Context: an optimization exercise on an open-source flow, tuned for small area. The choices shown serve that exercise and are no tape-out recipe. Function was checked by simulation only, so behaviour that the tests miss may differ from the original. No activity file was given, so power comes from the tool's default toggle rates.

--- design/flow/design.v ---
package neural_compressor_pkg;
    parameter int DATA_WIDTH = 32;         
    typedef struct packed {
        logic [15:0] sample_count;
        logic [15:0] spike_count;
        logic [7:0]  compression_ratio;
        logic        overflow;
    } compress_stats_t;
endpackage
module full_adder
(
    input  logic a,
    input  logic b,
    input  logic ci,
    output logic s,
    output logic co
);
    assign s  = a ^ b ^ ci;
    assign co = (a & b) | (ci & (a ^ b));
endmodule
module majority
(
    input  logic a,
    input  logic b,
    input  logic c,
    output logic y
);
    assign y = (a & b) | (c & (a | b));
endmodule
module half_adder
(
    input  logic a,
    input  logic b,
    output logic s,
    output logic co
);
    assign s  = a ^ b;
    assign co = a & b;
endmodule
module counter_inc
(
    input  logic [15:0] q,
    input  logic        en,
    output logic [15:0] d
);
    logic [16:0] c;
    assign c[0] = en;
    for (genvar i = 0; i < 16; i++) begin : g_ha
        half_adder u_ha (.a(q[i]), .b(c[i]), .s(d[i]), .co(c[i+1]));
    end
endmodule
module packet_bit
(
    input  logic take,
    input  logic sel_y,
    input  logic sel_d,
    input  logic y,
    input  logic d,
    input  logic q,
    output logic n
);
    assign n = take ? ((sel_y & y) | (sel_d & d)) : q;
endmodule
import neural_compressor_pkg::*;
module neural_compressor_top
(
    input  logic        clk,
    input  logic        rst_n,
    input  logic [DATA_WIDTH-1:0]   s_axis_tdata,
    input  logic                    s_axis_tvalid,
    output logic                    s_axis_tready,
    input  logic                    s_axis_tlast,
    output logic [DATA_WIDTH-1:0]   m_axis_tdata,
    output logic [1:0]              m_axis_tuser,   
    output logic                    m_axis_tvalid,
    input  logic                    m_axis_tready,
    output logic                    m_axis_tlast,
    input  logic [DATA_WIDTH-1:0]   cfg_threshold,
    input  logic                    cfg_enable,
    output neural_compressor_pkg::compress_stats_t         stats,
    output logic [15:0]             spike_count
);
    wire [31:0] data_in = s_axis_tdata;
    wire        valid_in = s_axis_tvalid & cfg_enable;
    logic       valid_out;   
    logic       taken;       
    logic [3:0] cnt;
    logic       fresh;     
    logic [29:0] xr;       
    logic [12:0] hf;       
    logic [31:0] yr;       
    logic [31:0] s1, s2, s3, s4;  
    logic [31:0] dr;       
    logic        dz;       
    wire idle  = (cnt == 4'd0);
    wire outc  = (cnt == 4'd11);
    wire last  = outc & ~valid_out;
    wire shy   = (~idle & ~outc) | last;
    wire shs   = ((cnt >= 4'd4) & ~outc) | last;
    wire clrh  = idle | outc;
    wire c4    = (cnt == 4'd4);
    assign s_axis_tready = idle;
    always_ff @(posedge clk or negedge rst_n) begin
        if (!rst_n) begin
            cnt       <= 4'd0;
            valid_out <= 1'b0;
            fresh     <= 1'b1;
        end else begin
            valid_out <= outc;
            if (last) fresh <= 1'b0;
            if (idle) begin
                if (valid_in) cnt <= 4'd1;
            end else if (outc) begin
                if (m_axis_tready) cnt <= 4'd0;
            end else begin
                cnt <= cnt + 4'd1;
            end
        end
    end
    wire [3:0] xs  = idle ? data_in[3:0] : xr[5:2];
    wire [1:0] hdx = idle ? 2'd0 : xr[1:0];
    wire [5:0] wx = {xs, hdx};
    wire [7:0] yg  = fresh ? 8'd0 : yr[7:0];
    wire [3:0] fs  = clrh ? yg[3:0] : yg[7:4];
    wire [3:0] hdf = idle ? 4'd0 : yg[3:0];
    wire [20:0] wf = {fs, hdf, hf};
    logic cy1, cy2, cy4, cy5, cy6, cy7, cy8, cy9, cy10, cy12, cy14, cy16, cy17, cy19, cy20, cy21, cy22, cy24, cy25, cy27, cy28, cy29, cy31, cy32, cy33, cy34, cy35, cy36, cy37, cy39, cy40;
    wire [3:0] a1g = fresh ? 4'd0 : s1[3:0];
    wire [3:0] a2g = fresh ? 4'd0 : s2[3:0];
    wire [3:0] a3g = fresh ? 4'd0 : s3[3:0];
    wire [3:0] a4g = fresh ? 4'd0 : s4[3:0];
    wire [3:0] dg  = dz ? 4'd0 : dr[3:0];
    wire ci1 = cy1 & ~idle;
    wire [4:0] k1;
    wire [3:0] sm1;
    assign k1[0] = ci1;
    full_adder fa1_0 (.a(wx[2]), .b(wx[0]), .ci(k1[0]), .s(sm1[0]), .co(k1[1]));
    full_adder fa1_1 (.a(wx[3]), .b(wx[1]), .ci(k1[1]), .s(sm1[1]), .co(k1[2]));
    full_adder fa1_2 (.a(wx[4]), .b(wx[2]), .ci(k1[2]), .s(sm1[2]), .co(k1[3]));
    full_adder fa1_3 (.a(wx[5]), .b(wx[3]), .ci(k1[3]), .s(sm1[3]), .co(k1[4]));
    logic [12:0] hu;
    wire [16:0] wu = {sm1, hu[12:9] & {4{~idle}}, hu[8:0]};
    wire ci2 = cy2 & ~idle;
    wire [4:0] k2;
    wire [3:0] sm2;
    assign k2[0] = ci2;
    full_adder fa2_0 (.a(wf[15]), .b(wf[13]), .ci(k2[0]), .s(sm2[0]), .co(k2[1]));
    full_adder fa2_1 (.a(wf[16]), .b(wf[14]), .ci(k2[1]), .s(sm2[1]), .co(k2[2]));
    full_adder fa2_2 (.a(wf[17]), .b(wf[15]), .ci(k2[2]), .s(sm2[2]), .co(k2[3]));
    full_adder fa2_3 (.a(wf[18]), .b(wf[16]), .ci(k2[3]), .s(sm2[3]), .co(k2[4]));
    logic [12:0] hv;
    wire [16:0] wv = {sm2, hv[12:9] & {4{~idle}}, hv[8:0]};
    wire [3:0] n3 = ~wu[16:13];
    wire ci4 = cy4 | idle;
    wire [4:0] k4;
    wire [3:0] sm4;
    assign k4[0] = ci4;
    full_adder fa4_0 (.a(n3[0]), .b(wu[4]), .ci(k4[0]), .s(sm4[0]), .co(k4[1]));
    full_adder fa4_1 (.a(n3[1]), .b(wu[5]), .ci(k4[1]), .s(sm4[1]), .co(k4[2]));
    full_adder fa4_2 (.a(n3[2]), .b(wu[6]), .ci(k4[2]), .s(sm4[2]), .co(k4[3]));
    full_adder fa4_3 (.a(n3[3]), .b(wu[7]), .ci(k4[3]), .s(sm4[3]), .co(k4[4]));
    wire ci5 = cy5 & ~idle;
    wire [4:0] k5;
    wire [3:0] sm5;
    assign k5[0] = ci5;
    full_adder fa5_0 (.a(sm4[0]), .b(wu[6]), .ci(k5[0]), .s(sm5[0]), .co(k5[1]));
    full_adder fa5_1 (.a(sm4[1]), .b(wu[7]), .ci(k5[1]), .s(sm5[1]), .co(k5[2]));
    full_adder fa5_2 (.a(sm4[2]), .b(wu[8]), .ci(k5[2]), .s(sm5[2]), .co(k5[3]));
    full_adder fa5_3 (.a(sm4[3]), .b(wu[9]), .ci(k5[3]), .s(sm5[3]), .co(k5[4]));
    wire ci6 = cy6 & ~idle;
    wire [4:0] k6;
    wire [3:0] sm6;
    assign k6[0] = ci6;
    full_adder fa6_0 (.a(sm5[0]), .b(wu[8]), .ci(k6[0]), .s(sm6[0]), .co(k6[1]));
    full_adder fa6_1 (.a(sm5[1]), .b(wu[9]), .ci(k6[1]), .s(sm6[1]), .co(k6[2]));
    full_adder fa6_2 (.a(sm5[2]), .b(wu[10]), .ci(k6[2]), .s(sm6[2]), .co(k6[3]));
    full_adder fa6_3 (.a(sm5[3]), .b(wu[11]), .ci(k6[3]), .s(sm6[3]), .co(k6[4]));
    wire ci7 = cy7 & ~idle;
    wire [4:0] k7;
    wire [3:0] sm7;
    assign k7[0] = ci7;
    full_adder fa7_0 (.a(sm6[0]), .b(wu[9]), .ci(k7[0]), .s(sm7[0]), .co(k7[1]));
    full_adder fa7_1 (.a(sm6[1]), .b(wu[10]), .ci(k7[1]), .s(sm7[1]), .co(k7[2]));
    full_adder fa7_2 (.a(sm6[2]), .b(wu[11]), .ci(k7[2]), .s(sm7[2]), .co(k7[3]));
    full_adder fa7_3 (.a(sm6[3]), .b(wu[12]), .ci(k7[3]), .s(sm7[3]), .co(k7[4]));
    wire ci8 = cy8 & ~idle;
    wire [4:0] k8;
    wire [3:0] sm8;
    assign k8[0] = ci8;
    full_adder fa8_0 (.a(wu[0]), .b(wu[5]), .ci(k8[0]), .s(sm8[0]), .co(k8[1]));
    full_adder fa8_1 (.a(wu[1]), .b(wu[6]), .ci(k8[1]), .s(sm8[1]), .co(k8[2]));
    full_adder fa8_2 (.a(wu[2]), .b(wu[7]), .ci(k8[2]), .s(sm8[2]), .co(k8[3]));
    full_adder fa8_3 (.a(wu[3]), .b(wu[8]), .ci(k8[3]), .s(sm8[3]), .co(k8[4]));
    wire ci9 = cy9 & ~idle;
    wire [4:0] k9;
    wire [3:0] sm9;
    assign k9[0] = ci9;
    full_adder fa9_0 (.a(sm8[0]), .b(wu[8]), .ci(k9[0]), .s(sm9[0]), .co(k9[1]));
    full_adder fa9_1 (.a(sm8[1]), .b(wu[9]), .ci(k9[1]), .s(sm9[1]), .co(k9[2]));
    full_adder fa9_2 (.a(sm8[2]), .b(wu[10]), .ci(k9[2]), .s(sm9[2]), .co(k9[3]));
    full_adder fa9_3 (.a(sm8[3]), .b(wu[11]), .ci(k9[3]), .s(sm9[3]), .co(k9[4]));
    wire ci10 = cy10 & ~idle;
    wire [4:0] k10;
    wire [3:0] sm10;
    assign k10[0] = ci10;
    full_adder fa10_0 (.a(sm9[0]), .b(wu[12]), .ci(k10[0]), .s(sm10[0]), .co(k10[1]));
    full_adder fa10_1 (.a(sm9[1]), .b(wu[13]), .ci(k10[1]), .s(sm10[1]), .co(k10[2]));
    full_adder fa10_2 (.a(sm9[2]), .b(wu[14]), .ci(k10[2]), .s(sm10[2]), .co(k10[3]));
    full_adder fa10_3 (.a(sm9[3]), .b(wu[15]), .ci(k10[3]), .s(sm10[3]), .co(k10[4]));
    wire [3:0] n11 = ~sm10;
    wire ci12 = cy12 | idle;
    wire [4:0] k12;
    wire [3:0] sm12;
    assign k12[0] = ci12;
    full_adder fa12_0 (.a(n11[0]), .b(wx[0]), .ci(k12[0]), .s(sm12[0]), .co(k12[1]));
    full_adder fa12_1 (.a(n11[1]), .b(wx[1]), .ci(k12[1]), .s(sm12[1]), .co(k12[2]));
    full_adder fa12_2 (.a(n11[2]), .b(wx[2]), .ci(k12[2]), .s(sm12[2]), .co(k12[3]));
    full_adder fa12_3 (.a(n11[3]), .b(wx[3]), .ci(k12[3]), .s(sm12[3]), .co(k12[4]));
    wire [3:0] n13 = ~wv[13:10];
    wire ci14 = cy14 | idle;
    wire [4:0] k14;
    wire [3:0] sm14;
    assign k14[0] = ci14;
    full_adder fa14_0 (.a(n13[0]), .b(wv[3]), .ci(k14[0]), .s(sm14[0]), .co(k14[1]));
    full_adder fa14_1 (.a(n13[1]), .b(wv[4]), .ci(k14[1]), .s(sm14[1]), .co(k14[2]));
    full_adder fa14_2 (.a(n13[2]), .b(wv[5]), .ci(k14[2]), .s(sm14[2]), .co(k14[3]));
    full_adder fa14_3 (.a(n13[3]), .b(wv[6]), .ci(k14[3]), .s(sm14[3]), .co(k14[4]));
    wire [3:0] n15 = ~wv[11:8];
    wire ci16 = cy16 | idle;
    wire [4:0] k16;
    wire [3:0] sm16;
    assign k16[0] = ci16;
    full_adder fa16_0 (.a(n15[0]), .b(wf[17]), .ci(k16[0]), .s(sm16[0]), .co(k16[1]));
    full_adder fa16_1 (.a(n15[1]), .b(wf[18]), .ci(k16[1]), .s(sm16[1]), .co(k16[2]));
    full_adder fa16_2 (.a(n15[2]), .b(wf[19]), .ci(k16[2]), .s(sm16[2]), .co(k16[3]));
    full_adder fa16_3 (.a(n15[3]), .b(wf[20]), .ci(k16[3]), .s(sm16[3]), .co(k16[4]));
    wire ci17 = cy17 & ~idle;
    wire [4:0] k17;
    wire [3:0] sm17;
    assign k17[0] = ci17;
    full_adder fa17_0 (.a(wf[3]), .b(wv[0]), .ci(k17[0]), .s(sm17[0]), .co(k17[1]));
    full_adder fa17_1 (.a(wf[4]), .b(wv[1]), .ci(k17[1]), .s(sm17[1]), .co(k17[2]));
    full_adder fa17_2 (.a(wf[5]), .b(wv[2]), .ci(k17[2]), .s(sm17[2]), .co(k17[3]));
    full_adder fa17_3 (.a(wf[6]), .b(wv[3]), .ci(k17[3]), .s(sm17[3]), .co(k17[4]));
    wire [3:0] n18 = ~sm14;
    wire ci19 = cy19 & ~idle;
    wire [4:0] k19;
    wire [3:0] sm19;
    assign k19[0] = ci19;
    full_adder fa19_0 (.a(n18[0]), .b(wf[15]), .ci(k19[0]), .s(sm19[0]), .co(k19[1]));
    full_adder fa19_1 (.a(n18[1]), .b(wf[16]), .ci(k19[1]), .s(sm19[1]), .co(k19[2]));
    full_adder fa19_2 (.a(n18[2]), .b(wf[17]), .ci(k19[2]), .s(sm19[2]), .co(k19[3]));
    full_adder fa19_3 (.a(n18[3]), .b(wf[18]), .ci(k19[3]), .s(sm19[3]), .co(k19[4]));
    wire ci20 = cy20 & ~idle;
    wire [4:0] k20;
    wire [3:0] sm20;
    assign k20[0] = ci20;
    full_adder fa20_0 (.a(sm19[0]), .b(sm17[0]), .ci(k20[0]), .s(sm20[0]), .co(k20[1]));
    full_adder fa20_1 (.a(sm19[1]), .b(sm17[1]), .ci(k20[1]), .s(sm20[1]), .co(k20[2]));
    full_adder fa20_2 (.a(sm19[2]), .b(sm17[2]), .ci(k20[2]), .s(sm20[2]), .co(k20[3]));
    full_adder fa20_3 (.a(sm19[3]), .b(sm17[3]), .ci(k20[3]), .s(sm20[3]), .co(k20[4]));
    wire ci21 = cy21 & ~idle;
    wire [4:0] k21;
    wire [3:0] sm21;
    assign k21[0] = ci21;
    full_adder fa21_0 (.a(wf[16]), .b(wv[11]), .ci(k21[0]), .s(sm21[0]), .co(k21[1]));
    full_adder fa21_1 (.a(wf[17]), .b(wv[12]), .ci(k21[1]), .s(sm21[1]), .co(k21[2]));
    full_adder fa21_2 (.a(wf[18]), .b(wv[13]), .ci(k21[2]), .s(sm21[2]), .co(k21[3]));
    full_adder fa21_3 (.a(wf[19]), .b(wv[14]), .ci(k21[3]), .s(sm21[3]), .co(k21[4]));
    wire ci22 = cy22 & ~idle;
    wire [4:0] k22;
    wire [3:0] sm22;
    assign k22[0] = ci22;
    full_adder fa22_0 (.a(sm21[0]), .b(sm17[0]), .ci(k22[0]), .s(sm22[0]), .co(k22[1]));
    full_adder fa22_1 (.a(sm21[1]), .b(sm17[1]), .ci(k22[1]), .s(sm22[1]), .co(k22[2]));
    full_adder fa22_2 (.a(sm21[2]), .b(sm17[2]), .ci(k22[2]), .s(sm22[2]), .co(k22[3]));
    full_adder fa22_3 (.a(sm21[3]), .b(sm17[3]), .ci(k22[3]), .s(sm22[3]), .co(k22[4]));
    wire [3:0] n23 = ~sm22;
    wire ci24 = cy24 & ~idle;
    wire [4:0] k24;
    wire [3:0] sm24;
    assign k24[0] = ci24;
    full_adder fa24_0 (.a(n23[0]), .b(wf[6]), .ci(k24[0]), .s(sm24[0]), .co(k24[1]));
    full_adder fa24_1 (.a(n23[1]), .b(wf[7]), .ci(k24[1]), .s(sm24[1]), .co(k24[2]));
    full_adder fa24_2 (.a(n23[2]), .b(wf[8]), .ci(k24[2]), .s(sm24[2]), .co(k24[3]));
    full_adder fa24_3 (.a(n23[3]), .b(wf[9]), .ci(k24[3]), .s(sm24[3]), .co(k24[4]));
    wire ci25 = cy25 & ~idle;
    wire [4:0] k25;
    wire [3:0] sm25;
    assign k25[0] = ci25;
    full_adder fa25_0 (.a(sm16[0]), .b(sm14[0]), .ci(k25[0]), .s(sm25[0]), .co(k25[1]));
    full_adder fa25_1 (.a(sm16[1]), .b(sm14[1]), .ci(k25[1]), .s(sm25[1]), .co(k25[2]));
    full_adder fa25_2 (.a(sm16[2]), .b(sm14[2]), .ci(k25[2]), .s(sm25[2]), .co(k25[3]));
    full_adder fa25_3 (.a(sm16[3]), .b(sm14[3]), .ci(k25[3]), .s(sm25[3]), .co(k25[4]));
    wire [3:0] n26 = ~sm25;
    wire ci27 = cy27 & ~idle;
    wire [4:0] k27;
    wire [3:0] sm27;
    assign k27[0] = ci27;
    full_adder fa27_0 (.a(n26[0]), .b(wf[0]), .ci(k27[0]), .s(sm27[0]), .co(k27[1]));
    full_adder fa27_1 (.a(n26[1]), .b(wf[1]), .ci(k27[1]), .s(sm27[1]), .co(k27[2]));
    full_adder fa27_2 (.a(n26[2]), .b(wf[2]), .ci(k27[2]), .s(sm27[2]), .co(k27[3]));
    full_adder fa27_3 (.a(n26[3]), .b(wf[3]), .ci(k27[3]), .s(sm27[3]), .co(k27[4]));
    wire ci28 = cy28 & ~idle;
    wire [4:0] k28;
    wire [3:0] sm28;
    assign k28[0] = ci28;
    full_adder fa28_0 (.a(sm27[0]), .b(wv[13]), .ci(k28[0]), .s(sm28[0]), .co(k28[1]));
    full_adder fa28_1 (.a(sm27[1]), .b(wv[14]), .ci(k28[1]), .s(sm28[1]), .co(k28[2]));
    full_adder fa28_2 (.a(sm27[2]), .b(wv[15]), .ci(k28[2]), .s(sm28[2]), .co(k28[3]));
    full_adder fa28_3 (.a(sm27[3]), .b(wv[16]), .ci(k28[3]), .s(sm28[3]), .co(k28[4]));
    wire ci29 = cy29 & ~idle;
    wire [4:0] k29;
    wire [3:0] sm29;
    assign k29[0] = ci29;
    full_adder fa29_0 (.a(sm16[0]), .b(wf[3]), .ci(k29[0]), .s(sm29[0]), .co(k29[1]));
    full_adder fa29_1 (.a(sm16[1]), .b(wf[4]), .ci(k29[1]), .s(sm29[1]), .co(k29[2]));
    full_adder fa29_2 (.a(sm16[2]), .b(wf[5]), .ci(k29[2]), .s(sm29[2]), .co(k29[3]));
    full_adder fa29_3 (.a(sm16[3]), .b(wf[6]), .ci(k29[3]), .s(sm29[3]), .co(k29[4]));
    wire [3:0] n30 = ~sm29;
    wire ci31 = cy31 & ~idle;
    wire [4:0] k31;
    wire [3:0] sm31;
    assign k31[0] = ci31;
    full_adder fa31_0 (.a(n30[0]), .b(wf[13]), .ci(k31[0]), .s(sm31[0]), .co(k31[1]));
    full_adder fa31_1 (.a(n30[1]), .b(wf[14]), .ci(k31[1]), .s(sm31[1]), .co(k31[2]));
    full_adder fa31_2 (.a(n30[2]), .b(wf[15]), .ci(k31[2]), .s(sm31[2]), .co(k31[3]));
    full_adder fa31_3 (.a(n30[3]), .b(wf[16]), .ci(k31[3]), .s(sm31[3]), .co(k31[4]));
    wire ci32 = cy32 & ~c4;
    wire [4:0] k32;
    wire [3:0] sm32;
    assign k32[0] = ci32;
    full_adder fa32_0 (.a(a1g[0]), .b(sm7[0]), .ci(k32[0]), .s(sm32[0]), .co(k32[1]));
    full_adder fa32_1 (.a(a1g[1]), .b(sm7[1]), .ci(k32[1]), .s(sm32[1]), .co(k32[2]));
    full_adder fa32_2 (.a(a1g[2]), .b(sm7[2]), .ci(k32[2]), .s(sm32[2]), .co(k32[3]));
    full_adder fa32_3 (.a(a1g[3]), .b(sm7[3]), .ci(k32[3]), .s(sm32[3]), .co(k32[4]));
    wire ci33 = cy33 | c4;
    wire [4:0] k33;
    wire [3:0] sm33;
    assign k33[0] = ci33;
    full_adder fa33_0 (.a(a2g[0]), .b(sm20[0]), .ci(k33[0]), .s(sm33[0]), .co(k33[1]));
    full_adder fa33_1 (.a(a2g[1]), .b(sm20[1]), .ci(k33[1]), .s(sm33[1]), .co(k33[2]));
    full_adder fa33_2 (.a(a2g[2]), .b(sm20[2]), .ci(k33[2]), .s(sm33[2]), .co(k33[3]));
    full_adder fa33_3 (.a(a2g[3]), .b(sm20[3]), .ci(k33[3]), .s(sm33[3]), .co(k33[4]));
    wire ci34 = cy34 | c4;
    wire [4:0] k34;
    wire [3:0] sm34;
    assign k34[0] = ci34;
    full_adder fa34_0 (.a(a3g[0]), .b(sm12[0]), .ci(k34[0]), .s(sm34[0]), .co(k34[1]));
    full_adder fa34_1 (.a(a3g[1]), .b(sm12[1]), .ci(k34[1]), .s(sm34[1]), .co(k34[2]));
    full_adder fa34_2 (.a(a3g[2]), .b(sm12[2]), .ci(k34[2]), .s(sm34[2]), .co(k34[3]));
    full_adder fa34_3 (.a(a3g[3]), .b(sm12[3]), .ci(k34[3]), .s(sm34[3]), .co(k34[4]));
    wire ci35 = cy35 & ~c4;
    wire [4:0] k35;
    wire [3:0] sm35;
    assign k35[0] = ci35;
    full_adder fa35_0 (.a(sm34[0]), .b(sm24[0]), .ci(k35[0]), .s(sm35[0]), .co(k35[1]));
    full_adder fa35_1 (.a(sm34[1]), .b(sm24[1]), .ci(k35[1]), .s(sm35[1]), .co(k35[2]));
    full_adder fa35_2 (.a(sm34[2]), .b(sm24[2]), .ci(k35[2]), .s(sm35[2]), .co(k35[3]));
    full_adder fa35_3 (.a(sm34[3]), .b(sm24[3]), .ci(k35[3]), .s(sm35[3]), .co(k35[4]));
    wire ci36 = cy36 | c4;
    wire [4:0] k36;
    wire [3:0] sm36;
    assign k36[0] = ci36;
    full_adder fa36_0 (.a(a4g[0]), .b(sm28[0]), .ci(k36[0]), .s(sm36[0]), .co(k36[1]));
    full_adder fa36_1 (.a(a4g[1]), .b(sm28[1]), .ci(k36[1]), .s(sm36[1]), .co(k36[2]));
    full_adder fa36_2 (.a(a4g[2]), .b(sm28[2]), .ci(k36[2]), .s(sm36[2]), .co(k36[3]));
    full_adder fa36_3 (.a(a4g[3]), .b(sm28[3]), .ci(k36[3]), .s(sm36[3]), .co(k36[4]));
    wire ci37 = cy37 | c4;
    wire [4:0] k37;
    wire [3:0] sm37;
    assign k37[0] = ci37;
    full_adder fa37_0 (.a(sm7[0]), .b(sm31[0]), .ci(k37[0]), .s(sm37[0]), .co(k37[1]));
    full_adder fa37_1 (.a(sm7[1]), .b(sm31[1]), .ci(k37[1]), .s(sm37[1]), .co(k37[2]));
    full_adder fa37_2 (.a(sm7[2]), .b(sm31[2]), .ci(k37[2]), .s(sm37[2]), .co(k37[3]));
    full_adder fa37_3 (.a(sm7[3]), .b(sm31[3]), .ci(k37[3]), .s(sm37[3]), .co(k37[4]));
    wire [3:0] n38 = ~hf[4:1];
    wire ci39 = cy39 | c4;
    wire [4:0] k39;
    wire [3:0] sm39;
    assign k39[0] = ci39;
    full_adder fa39_0 (.a(dg[0]), .b(sm32[0]), .ci(k39[0]), .s(sm39[0]), .co(k39[1]));
    full_adder fa39_1 (.a(dg[1]), .b(sm32[1]), .ci(k39[1]), .s(sm39[1]), .co(k39[2]));
    full_adder fa39_2 (.a(dg[2]), .b(sm32[2]), .ci(k39[2]), .s(sm39[2]), .co(k39[3]));
    full_adder fa39_3 (.a(dg[3]), .b(sm32[3]), .ci(k39[3]), .s(sm39[3]), .co(k39[4]));
    wire ci40 = cy40 & ~c4;
    wire [4:0] k40;
    wire [3:0] sm40;
    assign k40[0] = ci40;
    full_adder fa40_0 (.a(sm39[0]), .b(n38[0]), .ci(k40[0]), .s(sm40[0]), .co(k40[1]));
    full_adder fa40_1 (.a(sm39[1]), .b(n38[1]), .ci(k40[1]), .s(sm40[1]), .co(k40[2]));
    full_adder fa40_2 (.a(sm39[2]), .b(n38[2]), .ci(k40[2]), .s(sm40[2]), .co(k40[3]));
    full_adder fa40_3 (.a(sm39[3]), .b(n38[3]), .ci(k40[3]), .s(sm40[3]), .co(k40[4]));
    always_ff @(posedge clk) begin
        xr <= idle ? data_in[31:2] : {{4{xr[29]}}, xr[29:4]};
        hf <= clrh ? 13'd0 : {yg[3:0], hf[12:4]};
        hu <= {sm1, clrh ? 9'd0 : hu[12:4]};
        hv <= {sm2, clrh ? 9'd0 : hv[12:4]};
        cy1 <= k1[4];
        cy2 <= k2[4];
        cy4 <= k4[4];
        cy5 <= k5[4];
        cy6 <= k6[4];
        cy7 <= k7[4];
        cy8 <= k8[4];
        cy9 <= k9[4];
        cy10 <= k10[4];
        cy12 <= k12[4];
        cy14 <= k14[4];
        cy16 <= k16[4];
        cy17 <= k17[4];
        cy19 <= k19[4];
        cy20 <= k20[4];
        cy21 <= k21[4];
        cy22 <= k22[4];
        cy24 <= k24[4];
        cy25 <= k25[4];
        cy27 <= k27[4];
        cy28 <= k28[4];
        cy29 <= k29[4];
        cy31 <= k31[4];
        cy32 <= k32[4];
        cy33 <= k33[4];
        cy34 <= k34[4];
        cy35 <= k35[4];
        cy36 <= k36[4];
        cy37 <= k37[4];
        cy39 <= k39[4];
        cy40 <= k40[4];
        if (taken) dz <= 1'b1;
        else if (last) dz <= 1'b0;
        if (shy) yr <= {(cnt <= 4'd3) ? {4{yr[31]}} : sm32, yr[31:4]};
        if (shs) begin
            s1 <= {sm33, s1[31:4]};
            s2 <= {sm35, s2[31:4]};
            s3 <= {sm36, s3[31:4]};
            s4 <= {sm37, s4[31:4]};
            dr <= {sm40, dr[31:4]};
        end
    end
    logic [4:0] dcnt;
    logic       window_full;
    logic       spike_flag;
    logic       spike_detected;
    logic       detected_valid;
    wire dtake = valid_out & m_axis_tready;
    wire        neg = yr[31];
    logic [32:0] gcy;
    assign gcy[0] = 1'b0;
    for (genvar i = 0; i < 32; i++) begin : g_cmp
        majority u_maj (.a(yr[i]), .b(gcy[i]), .c(~(cfg_threshold[i] ^ neg)), .y(gcy[i+1]));
    end
    wire [32:0] cmp = {gcy[32] ^ neg, 32'd0};
    wire refractory = window_full & (dcnt[3:0] != 4'd0);
    wire detect = window_full & (dcnt[3:0] == 4'd0) & cmp[32];
    wire dinc = dtake & ~window_full;
    wire ddec = dtake & refractory;
    wire hit  = dtake & detect;
    wire [15:0] spike_count_inc;
    counter_inc u_inc_spikes (.q(spike_count), .en(hit), .d(spike_count_inc));
    always_ff @(posedge clk or negedge rst_n) begin
        if (!rst_n) begin
            dcnt <= '0;
            window_full <= '0;
            spike_count <= '0;
            spike_flag <= '0;
            spike_detected <= '0;
            detected_valid <= '0;
        end else begin
            detected_valid <= dtake | (detected_valid & valid_out & ~m_axis_tready);
            spike_flag <= hit;
            if (dtake) spike_detected <= spike_flag;
            window_full <= window_full | (dinc & (dcnt == 5'd31));
            dcnt <= hit ? 5'd8 : dcnt + {{4{ddec}}, ddec | dinc};
            spike_count <= spike_count_inc;
        end
    end
    logic first_sample;
    logic [15:0] sample_cnt, spike_cnt;
    logic ratio_set;
    assign taken = detected_valid & m_axis_tready;
    wire [15:0] sample_cnt_inc, spike_cnt_inc;
    counter_inc u_inc_samples (.q(sample_cnt), .en(m_axis_tvalid), .d(sample_cnt_inc));
    counter_inc u_inc_spkpkts (.q(spike_cnt), .en(m_axis_tvalid & m_axis_tuser[1] & ~m_axis_tuser[0]), .d(spike_cnt_inc));
    wire raw = spike_detected | first_sample;
    wire sel_d = ~raw & ~dz;    
    logic [31:0] pk_next;
    for (genvar i = 0; i < 32; i++) begin : g_pk
        packet_bit u_pk (.take(taken), .sel_y(raw), .sel_d(sel_d), .y(yr[i]), .d(dr[i]),
                         .q(m_axis_tdata[i]), .n(pk_next[i]));
    end
    always_ff @(posedge clk or negedge rst_n) begin
        if (!rst_n) begin
            m_axis_tdata <= '0;
            m_axis_tuser <= '0;
            m_axis_tvalid <= '0;
            first_sample <= '1;
            sample_cnt <= '0;
            spike_cnt <= '0;
            ratio_set <= '0;
        end else begin
            m_axis_tvalid <= taken;
            m_axis_tdata <= pk_next;
            ratio_set <= 1'b1;
            sample_cnt <= sample_cnt_inc;
            spike_cnt <= spike_cnt_inc;
            if (taken) begin
                m_axis_tuser <= {raw, ~spike_detected & first_sample};
                first_sample <= 1'b0;
            end
        end
    end
    assign stats.sample_count = sample_cnt;
    assign stats.spike_count = spike_cnt;
    assign stats.compression_ratio = {1'b0, ratio_set, ratio_set, 2'b00, ratio_set, 2'b00};
    assign stats.overflow = 1'b0;
    logic tlast_pending;
    always_ff @(posedge clk or negedge rst_n) begin
        if (!rst_n) begin
            tlast_pending <= '0;
            m_axis_tlast <= '0;
        end else begin
            if (s_axis_tvalid && s_axis_tready && s_axis_tlast)
                tlast_pending <= '1;
            if (m_axis_tvalid && m_axis_tready && tlast_pending) begin
                m_axis_tlast <= '1;
                tlast_pending <= '0;
            end else begin
                m_axis_tlast <= '0;
            end
        end
    end
endmodule
--- design/flow/flow/run.sh ---
#!/bin/bash
set -euo pipefail
export BUFFER_PORTS_ARGS="-buffer_cell sky130_fd_sc_hd__buf_1"
export CTS_ARGS="-sink_clustering_enable -repair_clock_nets -buf_list sky130_fd_sc_hd__clkbuf_16 -root_buf sky130_fd_sc_hd__clkbuf_8 -tree_buf sky130_fd_sc_hd__clkbuf_8 -sink_clustering_size 26 -sink_clustering_max_diameter 85 -dont_use_dummy_load"
bash standard.sh > make_flow.log 2>&1
--- design/flow/standard.sh ---
#!/bin/bash
# synth_recipe.tcl (not shown) runs the flow's synth.tcl, then flattens the netlist and writes it again
# the make line also repeats each setting of config.mk as NAME=value (left out here)
make -C /OpenROAD-flow-scripts/flow DESIGN_CONFIG=/design/flow/config.mk WORK_HOME=/design/flow/orfs CLKGATE_MAP_FILE= SYNTH_SCRIPT=/design/flow/synth_recipe.tcl "${@:-finish}"
--- design/flow/config.mk ---
export PLATFORM = sky130hd
export DESIGN_NAME = neural_compressor_top
export DESIGN_NICKNAME = neural_compressor_top
export VERILOG_FILES = /design/flow/design.v
export SDC_FILE = /design/flow/constraint.sdc
export NUM_CORES = 8
export LEC_CHECK = 0
export CAP_MARGIN = 20
export CORE_MARGIN = 2
export CORE_UTILIZATION = 90
export SLEW_MARGIN = 20
export SYNTH_HIERARCHICAL = 1
export SYNTH_MINIMUM_KEEP_SIZE = 0
--- design/flow/constraint.sdc ---
create_clock -name core_clock -period 120.0 [get_ports {clk}]
set_input_delay 24.0000 -clock core_clock [delete_from_list [all_inputs] [get_ports {clk}]]
set_output_delay 24.0000 -clock core_clock [all_outputs]
set_load 0.01 [all_outputs]
==> results.json <==
{
  "status": "stopped before the end",
  "lastStage": "clock tree synthesis",
  "firstError": "[ERROR DPL-0033] detailed placement checks failed during check placement.",
  "place_hpwl_mm": 31.1,
  "die_y_um": 139,
  "place.gp.congestion": 0.920,
  "row_count": 49,
  "yosysSeqAreaShare_pct": 62.8,
  "synth_compound_area_share_pct": 3.43,
  "synth-xor-area-share_pct": 1.97,
  "cts-resized-gates": 0,
  "yosysTopAreaCell": "edfxtp_1",
  "htreeDepth": 1,
  "io_buffers": 157,
  "synth.distinct_cells": 46,
  "yosys_register_bits": 395,
  "initial_core_util_pct": 91.7,
  "clockRootBuffer": "clkbuf_8",
  "synth_top_family_by_area": "adder cells",
  "synth.cell_area_sq_um": 16500,
  "hold_buffers": 0,
  "clock_sinks": 395,
  "cts_setup_buffers": 0,
  "synth_adder_area_share_pct": 21.5,
  "pin_count": 164,
  "die_w_um": 139,
  "ys_warn_count": 7,
  "yosys.area_share.simple_pct": 7.70,
  "postSynthCellCount": 1076,
  "cts-buffers-inserted": 19,
  "cts.path.max_buffers": 3,
  "synthTopCellsByArea": "edfxtp_1 35%, dfrtp_1 15%, fa_1 15%",
  "synth.avg_cell_area_sq_um": 15.3,
  "synthMuxAreaShare_pct": 0.577,
  "synth_top_area_share_pct": 35.2
}
-- cell families after synthesis --
family,Yosys count
other,2
and+or+nand+nor,265
DFF,395
AOI/OAI and AO/OA,87
buffers and inverters,70
muxes,9
adders and majority gates,211
xor gates and xnor gates,37
-- power groups by stage --
stage / sequential [mW] / clock [mW] / combinational, mW
after detailed placement: 0.352 / 0 / 1.10
after global placement: 0.343 / 0 / 0.941
after floorplan: 0.339 / 0 / 0.676
-- Yosys cell counts (all sizes together) --
| cell | count |
|---|---|
| a21o | 3 |
| a21oi | 38 |
| a22oi | 32 |
| a311oi | 1 |
| a31oi | 1 |
| a32o | 1 |
| and2 | 33 |
| and3 | 1 |
| buf | 23 |
| clkbuf | 8 |
| conb | 2 |
| dfrtp | 100 |
| dfstp | 2 |
| dfxtp | 100 |
| edfxtp | 193 |
| fa | 125 |
| ha | 54 |
| inv | 39 |
| maj3 | 32 |
| mux2 | 4 |
| mux2i | 5 |
| nand2 | 111 |
| nand2b | 13 |
| nand3 | 2 |
| nand3b | 1 |
| nand4 | 1 |
| nor2 | 52 |
| nor2b | 42 |
| nor3 | 1 |
| nor3b | 5 |
| nor4 | 1 |
| o21a | 2 |
| o21ai | 6 |
| o21bai | 1 |
| o31a | 1 |
| o31ai | 1 |
| or2 | 2 |
| xnor2 | 34 |
| xor2 | 3 |
-- how the worst max path moves through the flow --
stage / startpoint / endpoint / slack [ns] / cells past startpoint
2_1_floorplan: cfg_threshold[0] / spike_count[15] / 82.97 / 51
3_3_place_gp: cfg_threshold[0] / spike_count[15] / 82.56 / 52
3_5_place_dp: cfg_threshold[0] / spike_count[15] / 81.85 / 52
-- through the flow --
stage	worst slack [ns]	hold WS [ns]	area [sq um]	cells	utilization, %
floorplan	82.97	0.399	16500	1082	-
global placement	82.56	0.400	17300	1443	96.1
detailed placement	81.85	0.405	17300	1443	96.1
-- Yosys stat by module (local to each module, per instance), excerpt --
module                 copies in the design  cells inside  flops+latches
neural_compressor_top                     1           776            395
full_adder                              124             1              0
packet_bit                               32             3              0
half_adder                               48             1              0
majority                                 32             1              0
